Source: an optimization exercise on an open RTL-to-GDS flow (aim: small area and a short achievable clock period). Production flows keep margins and buffers that such runs may drop.
The RTL of this run was laid out without a check of its function.
No activity file was given, so power comes from the tool's default toggle rates.

--- flow/run.sh ---
#!/bin/bash
# Standard ORFS layout; the only change is the cell used to buffer the ports
# (a plain buf_1 instead of the delay buffer buffer_ports picks by default).
set -euo pipefail
export BUFFER_PORTS_ARGS="-buffer_cell sky130_fd_sc_hd__buf_1"
bash standard.sh > standard.log 2>&1
--- standard.sh ---
#!/bin/bash
# synth_recipe.tcl (not shown) runs the flow's synth.tcl, then flattens the netlist and writes it again
# the make line also repeats each setting of config.mk as NAME=value (left out here)
make -C /OpenROAD-flow-scripts/flow DESIGN_CONFIG=/design/flow/config.mk WORK_HOME=/design/flow/orfs CLKGATE_MAP_FILE= SYNTH_SCRIPT=/design/flow/synth_recipe.tcl "${@:-finish}"
--- config.mk ---
export PLATFORM = sky130hd
export DESIGN_NAME = Nbit_ALU_Register
export DESIGN_NICKNAME = Nbit_ALU_Register
export VERILOG_FILES = /design/flow/design.v
export SDC_FILE = /design/flow/constraint.sdc
export NUM_CORES = 4
export LEC_CHECK = 0
export CAP_MARGIN = 20
export CORE_MARGIN = 2
export CORE_UTILIZATION = 40
export SLEW_MARGIN = 20
export SYNTH_HIERARCHICAL = 1
export SYNTH_MINIMUM_KEEP_SIZE = 0
--- constraint.sdc ---
create_clock -name core_clock -period 15.5 [get_ports {clk}]
set_input_delay 3.1000 -clock core_clock [delete_from_list [all_inputs] [get_ports {clk}]]
set_output_delay 3.1000 -clock core_clock [all_outputs]
set_load 0.01 [all_outputs]
--- design.v ---
`timescale 1ns / 1ps
module g_inv    (input a, output y);                  assign y = ~a;                             endmodule
module g_buf    (input a, output y);                  assign y = a;                              endmodule
module g_nand2  (input a, b, output y);               assign y = ~(a & b);                       endmodule
module g_nor2   (input a, b, output y);               assign y = ~(a | b);                       endmodule
module g_and2   (input a, b, output y);               assign y = a & b;                          endmodule
module g_or2    (input a, b, output y);               assign y = a | b;                          endmodule
module g_nand2b (input an, b, output y);              assign y = ~(~an & b);                     endmodule
module g_a21oi  (input a1, a2, b1, output y);         assign y = ~((a1 & a2) | b1);              endmodule
module g_o21ai  (input a1, a2, b1, output y);         assign y = ~((a1 | a2) & b1);              endmodule
module g_a21o   (input a1, a2, b1, output y);         assign y = (a1 & a2) | b1;                 endmodule
module g_o21a   (input a1, a2, b1, output y);         assign y = (a1 | a2) & b1;                 endmodule
module g_o22ai  (input a1, a2, b1, b2, output y);     assign y = ~((a1 | a2) & (b1 | b2));       endmodule
module g_xor2   (input a, b, output y);               assign y = a ^ b;                          endmodule
module g_xnor2  (input a, b, output y);               assign y = ~(a ^ b);                       endmodule
module g_mux2i  (input a0, a1, s, output y);          assign y = ~(s ? a1 : a0);                 endmodule
module g_nand3  (input a, b, c, output y);            assign y = ~(a & b & c);                   endmodule
module g_a31oi  (input a1, a2, a3, b1, output y);     assign y = ~((a1 & a2 & a3) | b1);         endmodule
`timescale 1ns / 1ps
module Nbit_ALU(r1, r2, r3, ALUop);
parameter n = 32;
input  [n-1:0] r2, r3;
input  [2:0]   ALUop;
output [n-1:0] r1;
wire x01;
g_xor2 u_x01 (.a(ALUop[0]), .b(ALUop[1]), .y(x01));
wire op1n;
g_inv u_op1n (.a(ALUop[1]), .y(op1n));
wire t0n_d;
g_mux2i u_t0n_d (.a0(ALUop[0]), .a1(ALUop[1]), .s(ALUop[2]), .y(t0n_d));
wire t0n_0;
g_buf u_t0n_0 (.a(t0n_d), .y(t0n_0));
wire t0n_1;
g_buf u_t0n_1 (.a(t0n_d), .y(t0n_1));
wire t1n_d;
g_mux2i u_t1n_d (.a0(x01), .a1(op1n), .s(ALUop[2]), .y(t1n_d));
wire t1n_0;
g_buf u_t1n_0 (.a(t1n_d), .y(t1n_0));
wire t1n_1;
g_buf u_t1n_1 (.a(t1n_d), .y(t1n_1));
wire esn_d;
g_o21a u_esn_d (.a1(ALUop[1]), .a2(ALUop[0]), .b1(ALUop[2]), .y(esn_d));
wire esn_0;
g_buf u_esn_0 (.a(esn_d), .y(esn_0));
wire esn_1;
g_buf u_esn_1 (.a(esn_d), .y(esn_1));
wire ecn_d;
g_nand2b u_ecn_d (.an(ALUop[1]), .b(ALUop[2]), .y(ecn_d));
wire ecn_0;
g_buf u_ecn_0 (.a(ecn_d), .y(ecn_0));
wire ecn_1;
g_buf u_ecn_1 (.a(ecn_d), .y(ecn_1));
wire enn_d;
g_nand2b u_enn_d (.an(ALUop[2]), .b(ALUop[1]), .y(enn_d));
wire enn_0;
g_buf u_enn_0 (.a(enn_d), .y(enn_0));
wire enn_1;
g_buf u_enn_1 (.a(enn_d), .y(enn_1));
wire en_d;
g_inv u_en_d (.a(enn_0), .y(en_d));
wire en_0;
g_buf u_en_0 (.a(en_d), .y(en_0));
wire en_1;
g_buf u_en_1 (.a(en_d), .y(en_1));
wire op01n;
g_nand2 u_op01n (.a(ALUop[0]), .b(ALUop[1]), .y(op01n));
wire sub;
g_nor2 u_sub (.a(ALUop[2]), .b(op01n), .y(sub));
wire op12n;
g_nand2 u_op12n (.a(ALUop[1]), .b(ALUop[2]), .y(op12n));
wire slt;
g_nor2 u_slt (.a(ALUop[0]), .b(op12n), .y(slt));
wire bb0;
g_mux2i u_bb0 (.a0(t0n_0), .a1(t1n_0), .s(r3[0]), .y(bb0));
wire gn0;
g_nand2 u_gn0 (.a(r2[0]), .b(bb0), .y(gn0));
wire tn0;
g_nor2 u_tn0 (.a(r2[0]), .b(bb0), .y(tn0));
wire pn0;
g_nand2b u_pn0 (.an(tn0), .b(gn0), .y(pn0));
wire y0;
g_o22ai u_y0 (.a1(gn0), .a2(ecn_0), .b1(pn0), .b2(esn_0), .y(y0));
wire bb1;
g_mux2i u_bb1 (.a0(t0n_0), .a1(t1n_0), .s(r3[1]), .y(bb1));
wire gn1;
g_nand2 u_gn1 (.a(r2[1]), .b(bb1), .y(gn1));
wire tn1;
g_nor2 u_tn1 (.a(r2[1]), .b(bb1), .y(tn1));
wire pn1;
g_nand2b u_pn1 (.an(tn1), .b(gn1), .y(pn1));
wire y1;
g_o22ai u_y1 (.a1(gn1), .a2(ecn_0), .b1(pn1), .b2(esn_0), .y(y1));
wire bb2;
g_mux2i u_bb2 (.a0(t0n_0), .a1(t1n_0), .s(r3[2]), .y(bb2));
wire gn2;
g_nand2 u_gn2 (.a(r2[2]), .b(bb2), .y(gn2));
wire tn2;
g_nor2 u_tn2 (.a(r2[2]), .b(bb2), .y(tn2));
wire pn2;
g_nand2b u_pn2 (.an(tn2), .b(gn2), .y(pn2));
wire y2;
g_o22ai u_y2 (.a1(gn2), .a2(ecn_0), .b1(pn2), .b2(esn_0), .y(y2));
wire bb3;
g_mux2i u_bb3 (.a0(t0n_0), .a1(t1n_0), .s(r3[3]), .y(bb3));
wire gn3;
g_nand2 u_gn3 (.a(r2[3]), .b(bb3), .y(gn3));
wire tn3;
g_nor2 u_tn3 (.a(r2[3]), .b(bb3), .y(tn3));
wire pn3;
g_nand2b u_pn3 (.an(tn3), .b(gn3), .y(pn3));
wire y3;
g_o22ai u_y3 (.a1(gn3), .a2(ecn_0), .b1(pn3), .b2(esn_0), .y(y3));
wire bb4;
g_mux2i u_bb4 (.a0(t0n_0), .a1(t1n_0), .s(r3[4]), .y(bb4));
wire gn4;
g_nand2 u_gn4 (.a(r2[4]), .b(bb4), .y(gn4));
wire tn4;
g_nor2 u_tn4 (.a(r2[4]), .b(bb4), .y(tn4));
wire pn4;
g_nand2b u_pn4 (.an(tn4), .b(gn4), .y(pn4));
wire y4;
g_o22ai u_y4 (.a1(gn4), .a2(ecn_0), .b1(pn4), .b2(esn_0), .y(y4));
wire bb5;
g_mux2i u_bb5 (.a0(t0n_0), .a1(t1n_0), .s(r3[5]), .y(bb5));
wire gn5;
g_nand2 u_gn5 (.a(r2[5]), .b(bb5), .y(gn5));
wire tn5;
g_nor2 u_tn5 (.a(r2[5]), .b(bb5), .y(tn5));
wire pn5;
g_nand2b u_pn5 (.an(tn5), .b(gn5), .y(pn5));
wire y5;
g_o22ai u_y5 (.a1(gn5), .a2(ecn_0), .b1(pn5), .b2(esn_0), .y(y5));
wire bb6;
g_mux2i u_bb6 (.a0(t0n_0), .a1(t1n_0), .s(r3[6]), .y(bb6));
wire gn6;
g_nand2 u_gn6 (.a(r2[6]), .b(bb6), .y(gn6));
wire tn6;
g_nor2 u_tn6 (.a(r2[6]), .b(bb6), .y(tn6));
wire pn6;
g_nand2b u_pn6 (.an(tn6), .b(gn6), .y(pn6));
wire y6;
g_o22ai u_y6 (.a1(gn6), .a2(ecn_0), .b1(pn6), .b2(esn_0), .y(y6));
wire bb7;
g_mux2i u_bb7 (.a0(t0n_0), .a1(t1n_0), .s(r3[7]), .y(bb7));
wire gn7;
g_nand2 u_gn7 (.a(r2[7]), .b(bb7), .y(gn7));
wire tn7;
g_nor2 u_tn7 (.a(r2[7]), .b(bb7), .y(tn7));
wire pn7;
g_nand2b u_pn7 (.an(tn7), .b(gn7), .y(pn7));
wire y7;
g_o22ai u_y7 (.a1(gn7), .a2(ecn_0), .b1(pn7), .b2(esn_0), .y(y7));
wire bb8;
g_mux2i u_bb8 (.a0(t0n_0), .a1(t1n_0), .s(r3[8]), .y(bb8));
wire gn8;
g_nand2 u_gn8 (.a(r2[8]), .b(bb8), .y(gn8));
wire tn8;
g_nor2 u_tn8 (.a(r2[8]), .b(bb8), .y(tn8));
wire pn8;
g_nand2b u_pn8 (.an(tn8), .b(gn8), .y(pn8));
wire y8;
g_o22ai u_y8 (.a1(gn8), .a2(ecn_0), .b1(pn8), .b2(esn_0), .y(y8));
wire bb9;
g_mux2i u_bb9 (.a0(t0n_0), .a1(t1n_0), .s(r3[9]), .y(bb9));
wire gn9;
g_nand2 u_gn9 (.a(r2[9]), .b(bb9), .y(gn9));
wire tn9;
g_nor2 u_tn9 (.a(r2[9]), .b(bb9), .y(tn9));
wire pn9;
g_nand2b u_pn9 (.an(tn9), .b(gn9), .y(pn9));
wire y9;
g_o22ai u_y9 (.a1(gn9), .a2(ecn_0), .b1(pn9), .b2(esn_0), .y(y9));
wire bb10;
g_mux2i u_bb10 (.a0(t0n_0), .a1(t1n_0), .s(r3[10]), .y(bb10));
wire gn10;
g_nand2 u_gn10 (.a(r2[10]), .b(bb10), .y(gn10));
wire tn10;
g_nor2 u_tn10 (.a(r2[10]), .b(bb10), .y(tn10));
wire pn10;
g_nand2b u_pn10 (.an(tn10), .b(gn10), .y(pn10));
wire y10;
g_o22ai u_y10 (.a1(gn10), .a2(ecn_0), .b1(pn10), .b2(esn_0), .y(y10));
wire bb11;
g_mux2i u_bb11 (.a0(t0n_0), .a1(t1n_0), .s(r3[11]), .y(bb11));
wire gn11;
g_nand2 u_gn11 (.a(r2[11]), .b(bb11), .y(gn11));
wire tn11;
g_nor2 u_tn11 (.a(r2[11]), .b(bb11), .y(tn11));
wire pn11;
g_nand2b u_pn11 (.an(tn11), .b(gn11), .y(pn11));
wire y11;
g_o22ai u_y11 (.a1(gn11), .a2(ecn_0), .b1(pn11), .b2(esn_0), .y(y11));
wire bb12;
g_mux2i u_bb12 (.a0(t0n_0), .a1(t1n_0), .s(r3[12]), .y(bb12));
wire gn12;
g_nand2 u_gn12 (.a(r2[12]), .b(bb12), .y(gn12));
wire tn12;
g_nor2 u_tn12 (.a(r2[12]), .b(bb12), .y(tn12));
wire pn12;
g_nand2b u_pn12 (.an(tn12), .b(gn12), .y(pn12));
wire y12;
g_o22ai u_y12 (.a1(gn12), .a2(ecn_0), .b1(pn12), .b2(esn_0), .y(y12));
wire bb13;
g_mux2i u_bb13 (.a0(t0n_0), .a1(t1n_0), .s(r3[13]), .y(bb13));
wire gn13;
g_nand2 u_gn13 (.a(r2[13]), .b(bb13), .y(gn13));
wire tn13;
g_nor2 u_tn13 (.a(r2[13]), .b(bb13), .y(tn13));
wire pn13;
g_nand2b u_pn13 (.an(tn13), .b(gn13), .y(pn13));
wire y13;
g_o22ai u_y13 (.a1(gn13), .a2(ecn_0), .b1(pn13), .b2(esn_0), .y(y13));
wire bb14;
g_mux2i u_bb14 (.a0(t0n_0), .a1(t1n_0), .s(r3[14]), .y(bb14));
wire gn14;
g_nand2 u_gn14 (.a(r2[14]), .b(bb14), .y(gn14));
wire tn14;
g_nor2 u_tn14 (.a(r2[14]), .b(bb14), .y(tn14));
wire pn14;
g_nand2b u_pn14 (.an(tn14), .b(gn14), .y(pn14));
wire y14;
g_o22ai u_y14 (.a1(gn14), .a2(ecn_0), .b1(pn14), .b2(esn_0), .y(y14));
wire bb15;
g_mux2i u_bb15 (.a0(t0n_0), .a1(t1n_0), .s(r3[15]), .y(bb15));
wire gn15;
g_nand2 u_gn15 (.a(r2[15]), .b(bb15), .y(gn15));
wire tn15;
g_nor2 u_tn15 (.a(r2[15]), .b(bb15), .y(tn15));
wire pn15;
g_nand2b u_pn15 (.an(tn15), .b(gn15), .y(pn15));
wire y15;
g_o22ai u_y15 (.a1(gn15), .a2(ecn_0), .b1(pn15), .b2(esn_0), .y(y15));
wire bb16;
g_mux2i u_bb16 (.a0(t0n_1), .a1(t1n_1), .s(r3[16]), .y(bb16));
wire gn16;
g_nand2 u_gn16 (.a(r2[16]), .b(bb16), .y(gn16));
wire tn16;
g_nor2 u_tn16 (.a(r2[16]), .b(bb16), .y(tn16));
wire pn16;
g_nand2b u_pn16 (.an(tn16), .b(gn16), .y(pn16));
wire y16;
g_o22ai u_y16 (.a1(gn16), .a2(ecn_1), .b1(pn16), .b2(esn_1), .y(y16));
wire bb17;
g_mux2i u_bb17 (.a0(t0n_1), .a1(t1n_1), .s(r3[17]), .y(bb17));
wire gn17;
g_nand2 u_gn17 (.a(r2[17]), .b(bb17), .y(gn17));
wire tn17;
g_nor2 u_tn17 (.a(r2[17]), .b(bb17), .y(tn17));
wire pn17;
g_nand2b u_pn17 (.an(tn17), .b(gn17), .y(pn17));
wire y17;
g_o22ai u_y17 (.a1(gn17), .a2(ecn_1), .b1(pn17), .b2(esn_1), .y(y17));
wire bb18;
g_mux2i u_bb18 (.a0(t0n_1), .a1(t1n_1), .s(r3[18]), .y(bb18));
wire gn18;
g_nand2 u_gn18 (.a(r2[18]), .b(bb18), .y(gn18));
wire tn18;
g_nor2 u_tn18 (.a(r2[18]), .b(bb18), .y(tn18));
wire pn18;
g_nand2b u_pn18 (.an(tn18), .b(gn18), .y(pn18));
wire y18;
g_o22ai u_y18 (.a1(gn18), .a2(ecn_1), .b1(pn18), .b2(esn_1), .y(y18));
wire bb19;
g_mux2i u_bb19 (.a0(t0n_1), .a1(t1n_1), .s(r3[19]), .y(bb19));
wire gn19;
g_nand2 u_gn19 (.a(r2[19]), .b(bb19), .y(gn19));
wire tn19;
g_nor2 u_tn19 (.a(r2[19]), .b(bb19), .y(tn19));
wire pn19;
g_nand2b u_pn19 (.an(tn19), .b(gn19), .y(pn19));
wire y19;
g_o22ai u_y19 (.a1(gn19), .a2(ecn_1), .b1(pn19), .b2(esn_1), .y(y19));
wire bb20;
g_mux2i u_bb20 (.a0(t0n_1), .a1(t1n_1), .s(r3[20]), .y(bb20));
wire gn20;
g_nand2 u_gn20 (.a(r2[20]), .b(bb20), .y(gn20));
wire tn20;
g_nor2 u_tn20 (.a(r2[20]), .b(bb20), .y(tn20));
wire pn20;
g_nand2b u_pn20 (.an(tn20), .b(gn20), .y(pn20));
wire y20;
g_o22ai u_y20 (.a1(gn20), .a2(ecn_1), .b1(pn20), .b2(esn_1), .y(y20));
wire bb21;
g_mux2i u_bb21 (.a0(t0n_1), .a1(t1n_1), .s(r3[21]), .y(bb21));
wire gn21;
g_nand2 u_gn21 (.a(r2[21]), .b(bb21), .y(gn21));
wire tn21;
g_nor2 u_tn21 (.a(r2[21]), .b(bb21), .y(tn21));
wire pn21;
g_nand2b u_pn21 (.an(tn21), .b(gn21), .y(pn21));
wire y21;
g_o22ai u_y21 (.a1(gn21), .a2(ecn_1), .b1(pn21), .b2(esn_1), .y(y21));
wire bb22;
g_mux2i u_bb22 (.a0(t0n_1), .a1(t1n_1), .s(r3[22]), .y(bb22));
wire gn22;
g_nand2 u_gn22 (.a(r2[22]), .b(bb22), .y(gn22));
wire tn22;
g_nor2 u_tn22 (.a(r2[22]), .b(bb22), .y(tn22));
wire pn22;
g_nand2b u_pn22 (.an(tn22), .b(gn22), .y(pn22));
wire y22;
g_o22ai u_y22 (.a1(gn22), .a2(ecn_1), .b1(pn22), .b2(esn_1), .y(y22));
wire bb23;
g_mux2i u_bb23 (.a0(t0n_1), .a1(t1n_1), .s(r3[23]), .y(bb23));
wire gn23;
g_nand2 u_gn23 (.a(r2[23]), .b(bb23), .y(gn23));
wire tn23;
g_nor2 u_tn23 (.a(r2[23]), .b(bb23), .y(tn23));
wire pn23;
g_nand2b u_pn23 (.an(tn23), .b(gn23), .y(pn23));
wire y23;
g_o22ai u_y23 (.a1(gn23), .a2(ecn_1), .b1(pn23), .b2(esn_1), .y(y23));
wire bb24;
g_mux2i u_bb24 (.a0(t0n_1), .a1(t1n_1), .s(r3[24]), .y(bb24));
wire gn24;
g_nand2 u_gn24 (.a(r2[24]), .b(bb24), .y(gn24));
wire tn24;
g_nor2 u_tn24 (.a(r2[24]), .b(bb24), .y(tn24));
wire pn24;
g_nand2b u_pn24 (.an(tn24), .b(gn24), .y(pn24));
wire y24;
g_o22ai u_y24 (.a1(gn24), .a2(ecn_1), .b1(pn24), .b2(esn_1), .y(y24));
wire bb25;
g_mux2i u_bb25 (.a0(t0n_1), .a1(t1n_1), .s(r3[25]), .y(bb25));
wire gn25;
g_nand2 u_gn25 (.a(r2[25]), .b(bb25), .y(gn25));
wire tn25;
g_nor2 u_tn25 (.a(r2[25]), .b(bb25), .y(tn25));
wire pn25;
g_nand2b u_pn25 (.an(tn25), .b(gn25), .y(pn25));
wire y25;
g_o22ai u_y25 (.a1(gn25), .a2(ecn_1), .b1(pn25), .b2(esn_1), .y(y25));
wire bb26;
g_mux2i u_bb26 (.a0(t0n_1), .a1(t1n_1), .s(r3[26]), .y(bb26));
wire gn26;
g_nand2 u_gn26 (.a(r2[26]), .b(bb26), .y(gn26));
wire tn26;
g_nor2 u_tn26 (.a(r2[26]), .b(bb26), .y(tn26));
wire pn26;
g_nand2b u_pn26 (.an(tn26), .b(gn26), .y(pn26));
wire y26;
g_o22ai u_y26 (.a1(gn26), .a2(ecn_1), .b1(pn26), .b2(esn_1), .y(y26));
wire bb27;
g_mux2i u_bb27 (.a0(t0n_1), .a1(t1n_1), .s(r3[27]), .y(bb27));
wire gn27;
g_nand2 u_gn27 (.a(r2[27]), .b(bb27), .y(gn27));
wire tn27;
g_nor2 u_tn27 (.a(r2[27]), .b(bb27), .y(tn27));
wire pn27;
g_nand2b u_pn27 (.an(tn27), .b(gn27), .y(pn27));
wire y27;
g_o22ai u_y27 (.a1(gn27), .a2(ecn_1), .b1(pn27), .b2(esn_1), .y(y27));
wire bb28;
g_mux2i u_bb28 (.a0(t0n_1), .a1(t1n_1), .s(r3[28]), .y(bb28));
wire gn28;
g_nand2 u_gn28 (.a(r2[28]), .b(bb28), .y(gn28));
wire tn28;
g_nor2 u_tn28 (.a(r2[28]), .b(bb28), .y(tn28));
wire pn28;
g_nand2b u_pn28 (.an(tn28), .b(gn28), .y(pn28));
wire y28;
g_o22ai u_y28 (.a1(gn28), .a2(ecn_1), .b1(pn28), .b2(esn_1), .y(y28));
wire bb29;
g_mux2i u_bb29 (.a0(t0n_1), .a1(t1n_1), .s(r3[29]), .y(bb29));
wire gn29;
g_nand2 u_gn29 (.a(r2[29]), .b(bb29), .y(gn29));
wire tn29;
g_nor2 u_tn29 (.a(r2[29]), .b(bb29), .y(tn29));
wire pn29;
g_nand2b u_pn29 (.an(tn29), .b(gn29), .y(pn29));
wire y29;
g_o22ai u_y29 (.a1(gn29), .a2(ecn_1), .b1(pn29), .b2(esn_1), .y(y29));
wire bb30;
g_mux2i u_bb30 (.a0(t0n_1), .a1(t1n_1), .s(r3[30]), .y(bb30));
wire gn30;
g_nand2 u_gn30 (.a(r2[30]), .b(bb30), .y(gn30));
wire tn30;
g_nor2 u_tn30 (.a(r2[30]), .b(bb30), .y(tn30));
wire pn30;
g_nand2b u_pn30 (.an(tn30), .b(gn30), .y(pn30));
wire y30;
g_o22ai u_y30 (.a1(gn30), .a2(ecn_1), .b1(pn30), .b2(esn_1), .y(y30));
wire bb31;
g_mux2i u_bb31 (.a0(t0n_1), .a1(t1n_1), .s(r3[31]), .y(bb31));
wire gn31;
g_nand2 u_gn31 (.a(r2[31]), .b(bb31), .y(gn31));
wire tn31;
g_nor2 u_tn31 (.a(r2[31]), .b(bb31), .y(tn31));
wire pn31;
g_nand2b u_pn31 (.an(tn31), .b(gn31), .y(pn31));
wire y31;
g_o22ai u_y31 (.a1(gn31), .a2(ecn_1), .b1(pn31), .b2(esn_1), .y(y31));
wire G0n;
g_o21a u_G0n (.a1(tn0), .a2(t0n_0), .b1(gn0), .y(G0n));
wire G1_1;
g_o21a u_G1_1 (.a1(tn1), .a2(G0n), .b1(gn1), .y(G1_1));
wire G1_3;
g_o21a u_G1_3 (.a1(tn3), .a2(gn2), .b1(gn3), .y(G1_3));
wire T1_3;
g_or2 u_T1_3 (.a(tn3), .b(tn2), .y(T1_3));
wire G1_5;
g_o21ai u_G1_5 (.a1(tn5), .a2(gn4), .b1(gn5), .y(G1_5));
wire T1_5;
g_nor2 u_T1_5 (.a(tn5), .b(tn4), .y(T1_5));
wire G1_7;
g_o21a u_G1_7 (.a1(tn7), .a2(gn6), .b1(gn7), .y(G1_7));
wire T1_7;
g_or2 u_T1_7 (.a(tn7), .b(tn6), .y(T1_7));
wire G1_9;
g_o21a u_G1_9 (.a1(tn9), .a2(gn8), .b1(gn9), .y(G1_9));
wire T1_9;
g_or2 u_T1_9 (.a(tn9), .b(tn8), .y(T1_9));
wire G1_11;
g_o21a u_G1_11 (.a1(tn11), .a2(gn10), .b1(gn11), .y(G1_11));
wire T1_11;
g_or2 u_T1_11 (.a(tn11), .b(tn10), .y(T1_11));
wire G1_13;
g_o21ai u_G1_13 (.a1(tn13), .a2(gn12), .b1(gn13), .y(G1_13));
wire T1_13;
g_nor2 u_T1_13 (.a(tn13), .b(tn12), .y(T1_13));
wire G1_15;
g_o21a u_G1_15 (.a1(tn15), .a2(gn14), .b1(gn15), .y(G1_15));
wire T1_15;
g_or2 u_T1_15 (.a(tn15), .b(tn14), .y(T1_15));
wire G1_17;
g_o21ai u_G1_17 (.a1(tn17), .a2(gn16), .b1(gn17), .y(G1_17));
wire T1_17;
g_nor2 u_T1_17 (.a(tn17), .b(tn16), .y(T1_17));
wire G1_19;
g_o21a u_G1_19 (.a1(tn19), .a2(gn18), .b1(gn19), .y(G1_19));
wire T1_19;
g_or2 u_T1_19 (.a(tn19), .b(tn18), .y(T1_19));
wire G1_21;
g_o21ai u_G1_21 (.a1(tn21), .a2(gn20), .b1(gn21), .y(G1_21));
wire T1_21;
g_nor2 u_T1_21 (.a(tn21), .b(tn20), .y(T1_21));
wire G1_23;
g_o21a u_G1_23 (.a1(tn23), .a2(gn22), .b1(gn23), .y(G1_23));
wire T1_23;
g_or2 u_T1_23 (.a(tn23), .b(tn22), .y(T1_23));
wire G1_25;
g_o21a u_G1_25 (.a1(tn25), .a2(gn24), .b1(gn25), .y(G1_25));
wire T1_25;
g_or2 u_T1_25 (.a(tn25), .b(tn24), .y(T1_25));
wire G1_27;
g_o21a u_G1_27 (.a1(tn27), .a2(gn26), .b1(gn27), .y(G1_27));
wire T1_27;
g_or2 u_T1_27 (.a(tn27), .b(tn26), .y(T1_27));
wire G1_29;
g_o21ai u_G1_29 (.a1(tn29), .a2(gn28), .b1(gn29), .y(G1_29));
wire T1_29;
g_nor2 u_T1_29 (.a(tn29), .b(tn28), .y(T1_29));
wire G2_3;
g_o21ai u_G2_3 (.a1(T1_3), .a2(G1_1), .b1(G1_3), .y(G2_3));
wire n_G1_7;
g_inv u_n_G1_7 (.a(G1_7), .y(n_G1_7));
wire n_T1_7;
g_inv u_n_T1_7 (.a(T1_7), .y(n_T1_7));
wire G2_7;
g_a21o u_G2_7 (.a1(n_T1_7), .a2(G1_5), .b1(n_G1_7), .y(G2_7));
wire T2_7;
g_and2 u_T2_7 (.a(n_T1_7), .b(T1_5), .y(T2_7));
wire G2_11;
g_o21ai u_G2_11 (.a1(T1_11), .a2(G1_9), .b1(G1_11), .y(G2_11));
wire T2_11;
g_nor2 u_T2_11 (.a(T1_11), .b(T1_9), .y(T2_11));
wire n_G1_15;
g_inv u_n_G1_15 (.a(G1_15), .y(n_G1_15));
wire n_T1_15;
g_inv u_n_T1_15 (.a(T1_15), .y(n_T1_15));
wire G2_15;
g_a21o u_G2_15 (.a1(n_T1_15), .a2(G1_13), .b1(n_G1_15), .y(G2_15));
wire T2_15;
g_and2 u_T2_15 (.a(n_T1_15), .b(T1_13), .y(T2_15));
wire n_G1_19;
g_inv u_n_G1_19 (.a(G1_19), .y(n_G1_19));
wire n_T1_19;
g_inv u_n_T1_19 (.a(T1_19), .y(n_T1_19));
wire G2_19;
g_a21o u_G2_19 (.a1(n_T1_19), .a2(G1_17), .b1(n_G1_19), .y(G2_19));
wire T2_19;
g_and2 u_T2_19 (.a(n_T1_19), .b(T1_17), .y(T2_19));
wire n_G1_23;
g_inv u_n_G1_23 (.a(G1_23), .y(n_G1_23));
wire n_T1_23;
g_inv u_n_T1_23 (.a(T1_23), .y(n_T1_23));
wire G2_23;
g_a21o u_G2_23 (.a1(n_T1_23), .a2(G1_21), .b1(n_G1_23), .y(G2_23));
wire T2_23;
g_and2 u_T2_23 (.a(n_T1_23), .b(T1_21), .y(T2_23));
wire G2_27;
g_o21ai u_G2_27 (.a1(T1_27), .a2(G1_25), .b1(G1_27), .y(G2_27));
wire T2_27;
g_nor2 u_T2_27 (.a(T1_27), .b(T1_25), .y(T2_27));
wire G3_5;
g_a21oi u_G3_5 (.a1(T1_5), .a2(G2_3), .b1(G1_5), .y(G3_5));
wire G3_7;
g_a21oi u_G3_7 (.a1(T2_7), .a2(G2_3), .b1(G2_7), .y(G3_7));
wire G3_13;
g_a21oi u_G3_13 (.a1(T1_13), .a2(G2_11), .b1(G1_13), .y(G3_13));
wire T3_13;
g_nand2 u_T3_13 (.a(T1_13), .b(T2_11), .y(T3_13));
wire G3_15;
g_a21oi u_G3_15 (.a1(T2_15), .a2(G2_11), .b1(G2_15), .y(G3_15));
wire T3_15;
g_nand2 u_T3_15 (.a(T2_15), .b(T2_11), .y(T3_15));
wire G3_21;
g_a21o u_G3_21 (.a1(T1_21), .a2(G2_19), .b1(G1_21), .y(G3_21));
wire T3_21;
g_and2 u_T3_21 (.a(T1_21), .b(T2_19), .y(T3_21));
wire G3_23;
g_a21oi u_G3_23 (.a1(T2_23), .a2(G2_19), .b1(G2_23), .y(G3_23));
wire T3_23;
g_nand2 u_T3_23 (.a(T2_23), .b(T2_19), .y(T3_23));
wire G3_29;
g_a21oi u_G3_29 (.a1(T1_29), .a2(G2_27), .b1(G1_29), .y(G3_29));
wire T3_29;
g_nand2 u_T3_29 (.a(T1_29), .b(T2_27), .y(T3_29));
wire G4_9;
g_o21a u_G4_9 (.a1(T1_9), .a2(G3_7), .b1(G1_9), .y(G4_9));
wire n_G3_7;
g_inv u_n_G3_7 (.a(G3_7), .y(n_G3_7));
wire G4_11;
g_a21oi u_G4_11 (.a1(T2_11), .a2(n_G3_7), .b1(G2_11), .y(G4_11));
wire G4_13;
g_o21a u_G4_13 (.a1(T3_13), .a2(G3_7), .b1(G3_13), .y(G4_13));
wire G4_15;
g_o21ai u_G4_15 (.a1(T3_15), .a2(G3_7), .b1(G3_15), .y(G4_15));
wire G4_25;
g_o21ai u_G4_25 (.a1(T1_25), .a2(G3_23), .b1(G1_25), .y(G4_25));
wire T4_25;
g_nor2 u_T4_25 (.a(T1_25), .b(T3_23), .y(T4_25));
wire n_G3_23;
g_inv u_n_G3_23 (.a(G3_23), .y(n_G3_23));
wire G4_27;
g_a21o u_G4_27 (.a1(T2_27), .a2(n_G3_23), .b1(G2_27), .y(G4_27));
wire n_T3_23;
g_inv u_n_T3_23 (.a(T3_23), .y(n_T3_23));
wire T4_27;
g_and2 u_T4_27 (.a(T2_27), .b(n_T3_23), .y(T4_27));
wire G4_29;
g_o21ai u_G4_29 (.a1(T3_29), .a2(G3_23), .b1(G3_29), .y(G4_29));
wire T4_29;
g_nor2 u_T4_29 (.a(T3_29), .b(T3_23), .y(T4_29));
wire G5_17;
g_a21oi u_G5_17 (.a1(T1_17), .a2(G4_15), .b1(G1_17), .y(G5_17));
wire G5_19;
g_a21oi u_G5_19 (.a1(T2_19), .a2(G4_15), .b1(G2_19), .y(G5_19));
wire G5_21;
g_a21oi u_G5_21 (.a1(T3_21), .a2(G4_15), .b1(G3_21), .y(G5_21));
wire n_G4_15;
g_inv u_n_G4_15 (.a(G4_15), .y(n_G4_15));
wire G5_23;
g_o21a u_G5_23 (.a1(T3_23), .a2(n_G4_15), .b1(G3_23), .y(G5_23));
wire G5_25;
g_a21oi u_G5_25 (.a1(T4_25), .a2(G4_15), .b1(G4_25), .y(G5_25));
wire G5_27;
g_a21oi u_G5_27 (.a1(T4_27), .a2(G4_15), .b1(G4_27), .y(G5_27));
wire G5_29;
g_a21oi u_G5_29 (.a1(T4_29), .a2(G4_15), .b1(G4_29), .y(G5_29));
wire G6_2;
g_o21ai u_G6_2 (.a1(tn2), .a2(G1_1), .b1(gn2), .y(G6_2));
wire n_G2_3;
g_inv u_n_G2_3 (.a(G2_3), .y(n_G2_3));
wire G6_4;
g_o21ai u_G6_4 (.a1(tn4), .a2(n_G2_3), .b1(gn4), .y(G6_4));
wire G6_6;
g_o21ai u_G6_6 (.a1(tn6), .a2(G3_5), .b1(gn6), .y(G6_6));
wire G6_8;
g_o21ai u_G6_8 (.a1(tn8), .a2(G3_7), .b1(gn8), .y(G6_8));
wire G6_10;
g_o21ai u_G6_10 (.a1(tn10), .a2(G4_9), .b1(gn10), .y(G6_10));
wire G6_12;
g_o21ai u_G6_12 (.a1(tn12), .a2(G4_11), .b1(gn12), .y(G6_12));
wire G6_14;
g_o21ai u_G6_14 (.a1(tn14), .a2(G4_13), .b1(gn14), .y(G6_14));
wire G6_16;
g_o21ai u_G6_16 (.a1(tn16), .a2(n_G4_15), .b1(gn16), .y(G6_16));
wire G6_18;
g_o21ai u_G6_18 (.a1(tn18), .a2(G5_17), .b1(gn18), .y(G6_18));
wire G6_20;
g_o21ai u_G6_20 (.a1(tn20), .a2(G5_19), .b1(gn20), .y(G6_20));
wire G6_22;
g_o21ai u_G6_22 (.a1(tn22), .a2(G5_21), .b1(gn22), .y(G6_22));
wire G6_24;
g_o21ai u_G6_24 (.a1(tn24), .a2(G5_23), .b1(gn24), .y(G6_24));
wire G6_26;
g_o21ai u_G6_26 (.a1(tn26), .a2(G5_25), .b1(gn26), .y(G6_26));
wire G6_28;
g_o21ai u_G6_28 (.a1(tn28), .a2(G5_27), .b1(gn28), .y(G6_28));
wire G6_30;
g_o21ai u_G6_30 (.a1(tn30), .a2(G5_29), .b1(gn30), .y(G6_30));
wire k1;
g_nor2 u_k1 (.a(G0n), .b(enn_0), .y(k1));
g_xor2 u_r1 (.a(y1), .b(k1), .y(r1[1]));
wire k2;
g_nor2 u_k2 (.a(G1_1), .b(enn_0), .y(k2));
g_xor2 u_r2 (.a(y2), .b(k2), .y(r1[2]));
wire kn3;
g_nand2 u_kn3 (.a(G6_2), .b(en_0), .y(kn3));
g_xnor2 u_r3 (.a(y3), .b(kn3), .y(r1[3]));
wire kn4;
g_nand2 u_kn4 (.a(G2_3), .b(en_0), .y(kn4));
g_xnor2 u_r4 (.a(y4), .b(kn4), .y(r1[4]));
wire kn5;
g_nand2 u_kn5 (.a(G6_4), .b(en_0), .y(kn5));
g_xnor2 u_r5 (.a(y5), .b(kn5), .y(r1[5]));
wire k6;
g_nor2 u_k6 (.a(G3_5), .b(enn_0), .y(k6));
g_xor2 u_r6 (.a(y6), .b(k6), .y(r1[6]));
wire kn7;
g_nand2 u_kn7 (.a(G6_6), .b(en_0), .y(kn7));
g_xnor2 u_r7 (.a(y7), .b(kn7), .y(r1[7]));
wire k8;
g_nor2 u_k8 (.a(G3_7), .b(enn_0), .y(k8));
g_xor2 u_r8 (.a(y8), .b(k8), .y(r1[8]));
wire kn9;
g_nand2 u_kn9 (.a(G6_8), .b(en_0), .y(kn9));
g_xnor2 u_r9 (.a(y9), .b(kn9), .y(r1[9]));
wire k10;
g_nor2 u_k10 (.a(G4_9), .b(enn_0), .y(k10));
g_xor2 u_r10 (.a(y10), .b(k10), .y(r1[10]));
wire kn11;
g_nand2 u_kn11 (.a(G6_10), .b(en_0), .y(kn11));
g_xnor2 u_r11 (.a(y11), .b(kn11), .y(r1[11]));
wire k12;
g_nor2 u_k12 (.a(G4_11), .b(enn_0), .y(k12));
g_xor2 u_r12 (.a(y12), .b(k12), .y(r1[12]));
wire kn13;
g_nand2 u_kn13 (.a(G6_12), .b(en_0), .y(kn13));
g_xnor2 u_r13 (.a(y13), .b(kn13), .y(r1[13]));
wire k14;
g_nor2 u_k14 (.a(G4_13), .b(enn_0), .y(k14));
g_xor2 u_r14 (.a(y14), .b(k14), .y(r1[14]));
wire kn15;
g_nand2 u_kn15 (.a(G6_14), .b(en_0), .y(kn15));
g_xnor2 u_r15 (.a(y15), .b(kn15), .y(r1[15]));
wire kn16;
g_nand2 u_kn16 (.a(G4_15), .b(en_1), .y(kn16));
g_xnor2 u_r16 (.a(y16), .b(kn16), .y(r1[16]));
wire kn17;
g_nand2 u_kn17 (.a(G6_16), .b(en_1), .y(kn17));
g_xnor2 u_r17 (.a(y17), .b(kn17), .y(r1[17]));
wire k18;
g_nor2 u_k18 (.a(G5_17), .b(enn_1), .y(k18));
g_xor2 u_r18 (.a(y18), .b(k18), .y(r1[18]));
wire kn19;
g_nand2 u_kn19 (.a(G6_18), .b(en_1), .y(kn19));
g_xnor2 u_r19 (.a(y19), .b(kn19), .y(r1[19]));
wire k20;
g_nor2 u_k20 (.a(G5_19), .b(enn_1), .y(k20));
g_xor2 u_r20 (.a(y20), .b(k20), .y(r1[20]));
wire kn21;
g_nand2 u_kn21 (.a(G6_20), .b(en_1), .y(kn21));
g_xnor2 u_r21 (.a(y21), .b(kn21), .y(r1[21]));
wire k22;
g_nor2 u_k22 (.a(G5_21), .b(enn_1), .y(k22));
g_xor2 u_r22 (.a(y22), .b(k22), .y(r1[22]));
wire kn23;
g_nand2 u_kn23 (.a(G6_22), .b(en_1), .y(kn23));
g_xnor2 u_r23 (.a(y23), .b(kn23), .y(r1[23]));
wire k24;
g_nor2 u_k24 (.a(G5_23), .b(enn_1), .y(k24));
g_xor2 u_r24 (.a(y24), .b(k24), .y(r1[24]));
wire kn25;
g_nand2 u_kn25 (.a(G6_24), .b(en_1), .y(kn25));
g_xnor2 u_r25 (.a(y25), .b(kn25), .y(r1[25]));
wire k26;
g_nor2 u_k26 (.a(G5_25), .b(enn_1), .y(k26));
g_xor2 u_r26 (.a(y26), .b(k26), .y(r1[26]));
wire kn27;
g_nand2 u_kn27 (.a(G6_26), .b(en_1), .y(kn27));
g_xnor2 u_r27 (.a(y27), .b(kn27), .y(r1[27]));
wire k28;
g_nor2 u_k28 (.a(G5_27), .b(enn_1), .y(k28));
g_xor2 u_r28 (.a(y28), .b(k28), .y(r1[28]));
wire kn29;
g_nand2 u_kn29 (.a(G6_28), .b(en_1), .y(kn29));
g_xnor2 u_r29 (.a(y29), .b(kn29), .y(r1[29]));
wire k30;
g_nor2 u_k30 (.a(G5_29), .b(enn_1), .y(k30));
g_xor2 u_r30 (.a(y30), .b(k30), .y(r1[30]));
wire kn31;
g_nand2 u_kn31 (.a(G6_30), .b(en_1), .y(kn31));
g_xnor2 u_r31 (.a(y31), .b(kn31), .y(r1[31]));
wire x31n;
g_xor2 u_x31n (.a(pn31), .b(G6_30), .y(x31n));
wire z0n;
g_xnor2 u_z0n (.a(y0), .b(sub), .y(z0n));
g_mux2i u_r0 (.a0(z0n), .a1(x31n), .s(slt), .y(r1[0]));
endmodule
`timescale 1ns / 1ps
module dff(q, d, clk);
input		d, clk;       
output reg	q;            
always @(posedge clk)
q<=d;
endmodule
`timescale 1ns / 1ps
module Nbit_Register(outo, ino, clk);
parameter n = 32;
input [n-1:0] ino;
output [n-1:0] outo;
input clk;
genvar i;
generate
for (i = 0; i < n; i = i + 1) begin: registerblk
dff Dflipflop(.q(outo[i]) , .d(ino[i]), .clk(clk) );
end
endgenerate
endmodule
`timescale 1ns / 1ps
module Nbit_ALU_Register (r2, r3, ALUop, r0, clk);
parameter n = 32;
input[n-1:0] r2, r3;
input[2:0] ALUop;
input clk;
output [n-1:0] r0;
wire[n-1:0] r1;
Nbit_ALU #(n) alu1 (.r1(r1), .r2(r2), .r3(r3), .ALUop(ALUop) );
Nbit_Register #(n) reg1 (.outo(r0), .ino(r1), .clk(clk) );
endmodule
==> flow_summary_export.csv <==
group,metric,value,unit
routing,wl_per_cell,12.7,um
critical_path,cp-start-kind,"input port",
placement,dp_hpwl,5.08,mm
clock_tree,cts-root-buf,"clkbuf_8",
yosys,synth.distinct_cells,16,
clock_tree,ctsHoldBuffers,0,
finish,antennaDiodeCount,0,
placement,gp_congestion,0.818,
finish,reg_top3,"reg1.registerblk.Dflipflop.q (32)",
yosys,synth_area_leaders,"dfxtp_1 23%, mux2i_1 13%, nor2_1 7.7%, nand2b_1 7.7%, nand2_1 7.5%",
yosys,ys_seq_area_frac,0.232,
timing,rsz0062_at_grt,"no",
pwr,switchingPower,0.117,mW
yosys,synth_cells,381,
placement,place_area,0.00319,mm2
critical_path,cp_cell_sequence,"buf_1 > xor2_1 > mux2i_4 > mux2i_1 > nor2_1 > o21a_1 > o21a_1 > o21ai_1 > a21oi_2 > o21ai_1 > inv_1 > o21a_1 > o21ai_1 > nand2_1 > xnor2_1",
global_routing,grt_max_degree,34,
placement,place_ws,8.78,ns
yosys,synth_seq_cells,32,
global_routing,grt_pass1_vias,2566,
placement,dpl.cell_count,550,
routing,drt_iter0_markers,106,
pwr,internal_power,0.185,mW
clock_tree,post_cts_buffers,0,
routing,num_vias,2789,
timing,setup_viol,0,
routing,postRouteAntennaNets,0,
yosys,syn_area,0.00276,mm2
die,initial_core_util,0.409,
timing,finalSetupTns,0,ns
yosys,synth_nets,449,
timing,max_slew_margin,0.335,
die,die_area,0.00759,mm2
die,die_w,87.1,um
critical_path,critPathMaxFanout,32,
timing,finalCritPeriodShare,0.415,
yosys,yosysTopAreaCellShare,0.232,
clock_tree,cts_tree,"yes",
critical_path,slowest_delay,0.66,ns
min_path,hp-start,"r2[29]",
yosys,yosys.area.top_type,"dfxtp_1",
min_path,hp-class,"in2reg",
clock_tree,cts-htree-levels,2,
routing,drc_errors,0,
pwr,power_density,92.9,mW/mm2
timing,drv_slew,0,
pwr,p_leak,1.42,nW
pwr,p_seq_frac,0.349,
pwr,clkPwrFrac,0.197,
global_routing,antenna_found_initial,0,
pwr,swShare,0.388,
finish,largest_reg_flops,32,
critical_path,cp_slowest_cell,"o21ai_1",
die,io_pins,100,
finish,fin_nets,545,
global_routing,grt_use_total,0.184,
finish,final_area,0.00325,mm2
routing,wl,7.03,mm
critical_path,arrival,6.61,ns
yosys,syn_avg_cell_area,7.25,um2
global_routing,gr-total-overflow,0,
yosys,yosys_warnings,7,
min_path,hold_path_depth,4,
status,status,"timing/DRC/antenna clean",
die,placementRows,30,
finish,drive_gt1_frac,0.0463,
timing,tightestPinTransition,0.977,ns
finish,regMostFlops,"reg1.registerblk.Dflipflop.q",
placement,port_buffers,99,
clock_tree,numCtsBuffers,5,
timing,fin_crit,6.44,ns
clock_tree,cts_max_path_buffers,2,
min_path,hold_path_end,"reg1.registerblk[29].Dflipflop.q",
timing,setup_ws,9.06,ns
die,core,0.00676,mm2
critical_path,cp-end-kind,"flip-flop",
clock_tree,cts_resized,0,
pwr,ir_drop,35.5,uV
clock_tree,clk_pin_slew_worst_paths,0.07,ns
routing,dr.pass1.iters,4,
timing,fmax,155,MHz
clock_tree,cts_num_sinks,32,
critical_path,criticalPathCategory,"in2reg",
job,maxCapViolations,0,
pwr,pwr-share-comb,0.454,
finish,layout.cells.non_filler,555,
die,die_y,87.1,um
finish,area_growth,17.7,%
timing,hold_violations,0,
global_routing,grt_pass1_wl,11.2,mm
routing,viasPerCell,5.03,
critical_path,cp.required,15.68,ns
==> Yosys cell counts, drive strengths merged <==
| library cell | number |
|---|---|
| nor2 | 57 |
| nand2 | 55 |
| mux2i | 35 |
| nand2b | 34 |
| dfxtp | 32 |
| o22ai | 32 |
| o21ai | 26 |
| xnor2 | 18 |
| xor2 | 16 |
| inv | 15 |
| o21a | 15 |
| a21oi | 13 |
| buf | 12 |
| or2 | 9 |
| a21o | 6 |
| and2 | 6 |
==> metal layers <==
layer / track usage / vias to the layer above / share of wire
li1: - / 1472 / -
met1: 0.222 / 1231 / 0.46
met2: 0.332 / 78 / 0.48
met3: 0.0332 / 8 / 0.052
met4: 0.0503 / 0 / 0.014
met5: 0 / - / 0
==> layout by cell type, fill, tap and decap left out <==
master    count
mux2i_1      33
o22ai_1      32
buf_4         2
a21o_1        6
buf_1        99
or2_1         9
nor2_1       57
o21a_1       15
o21ai_1      26
clkbuf_8      5
and2_1        6
dfxtp_1      32
inv_1        15
xor2_1       16
mux2i_4       2
xnor2_1      18
a21oi_2      13
nand2_1      55
nand2b_1     34
==> power groups by stage <==
stage | clock [mW] | combinational [mW] | sequential, mW
global route | 0.0657 | 0.154 | 0.107
global placement | 0 | 0.137 | 0.107
floorplan | 0 | 0.0917 | 0.117
finish | 0.0596 | 0.137 | 0.105
detailed placement | 0 | 0.138 | 0.107
CTS | 0.0617 | 0.139 | 0.106
==> cells by family (layout without fill, tap and decap cells) <==
logic type / count (synthesis) / in the layout / share of synthesized area
AOI/OAI and AO/OA: 92 / 92 / 0.218
buffers and inverters: 27 / 121 / 0.0530
and+or+nand+nor: 161 / 161 / 0.263
xor gates and xnor gates: 34 / 34 / 0.108
DFF: 32 / 32 / 0.232
muxes: 35 / 35 / 0.127
==> cell type report <==
class / instances / area (um2)
clock buffers: 5 / 68.8
fillers: 735 / 3500
inverters: 15 / 56.3
multi-input cells: 322 / 2000
flip-flops and latches: 32 / 641
well taps: 80 / 100
repair buffers: 101 / 387
==> per-module statistics from Yosys (local to each module, per instance), excerpt <==
module / times used / area [um2]
g_a21oi: 13 / 8.76
g_nor2: 57 / 3.75
g_o22ai: 32 / 6.26
g_o21a: 15 / 7.51
g_xnor2: 18 / 8.76
g_o21ai: 26 / 5.00
g_and2: 6 / 6.26
dff: 32 / 20.0
g_nand2: 55 / 3.75
g_inv: 15 / 3.75
g_xor2: 16 / 8.76
g_nand2b: 34 / 6.26
g_buf: 12 / 7.51
g_or2: 9 / 6.26
g_mux2i: 35 / 10.0
g_a21o: 6 / 7.51
==> through the flow <==
stage          hold WS [ns]  total power [mW]   util
5_1_grt                3.26             0.327  0.482
3_5_place_dp           3.48             0.245  0.471
3_3_place_gp           3.49             0.244  0.471
4_1_cts                3.24             0.306  0.482
6_report               3.24             0.302  0.482
2_1_floorplan          3.28             0.208      -
==> worst max-delay path, delay by kind of cell <==
kind,cells,cell delay [ns]
AOI/OAI and AO/OA,7,1.90
muxes,2,0.59
buffers and inverters,2,0.43
xor gates and xnor gates,2,0.42
and+or+nand+nor,2,0.17
==> how the worst max path moves through the flow <==
stage | slack, ns | end | cells after the start | startpoint
6_report | 9.06 | reg1.registerblk[25].Dflipflop.q | 15 | ALUop[1]
5_1_grt | 8.75 | reg1.registerblk[0].Dflipflop.q | 14 | ALUop[1]
4_1_cts | 9.07 | reg1.registerblk[25].Dflipflop.q | 15 | ALUop[1]
3_5_place_dp | 8.78 | reg1.registerblk[25].Dflipflop.q | 15 | ALUop[1]
3_3_place_gp | 8.88 | reg1.registerblk[25].Dflipflop.q | 15 | ALUop[1]
2_1_floorplan | 9.73 | reg1.registerblk[25].Dflipflop.q | 15 | ALUop[0]

## separate check: timing with driven ports
How much do the figures lean on ideal ports? The routed layout below was timed once more, with nothing changed but the port constraints. Step 1, drivers: a clkbuf_16 drives clk and a buf_2 each remaining input, both assumed. Step 2 moves the port delays by t, midway between the first and last clock arrival at a register: inputs arrive t later, outputs are due t later. That takes back most of the time a late clock gives input paths. Three values: no drivers, after step 1, after step 2; two values: the first two.
t, ns: 0.309
slack for setup (ns): 9.063 / 9.066 / 8.756
worst slew at a driven data input, ns: 0.04
After both steps this run still meets setup and hold. The setup slack of this run moves by +0.003 ns with the drivers and by -0.307 ns with both steps.
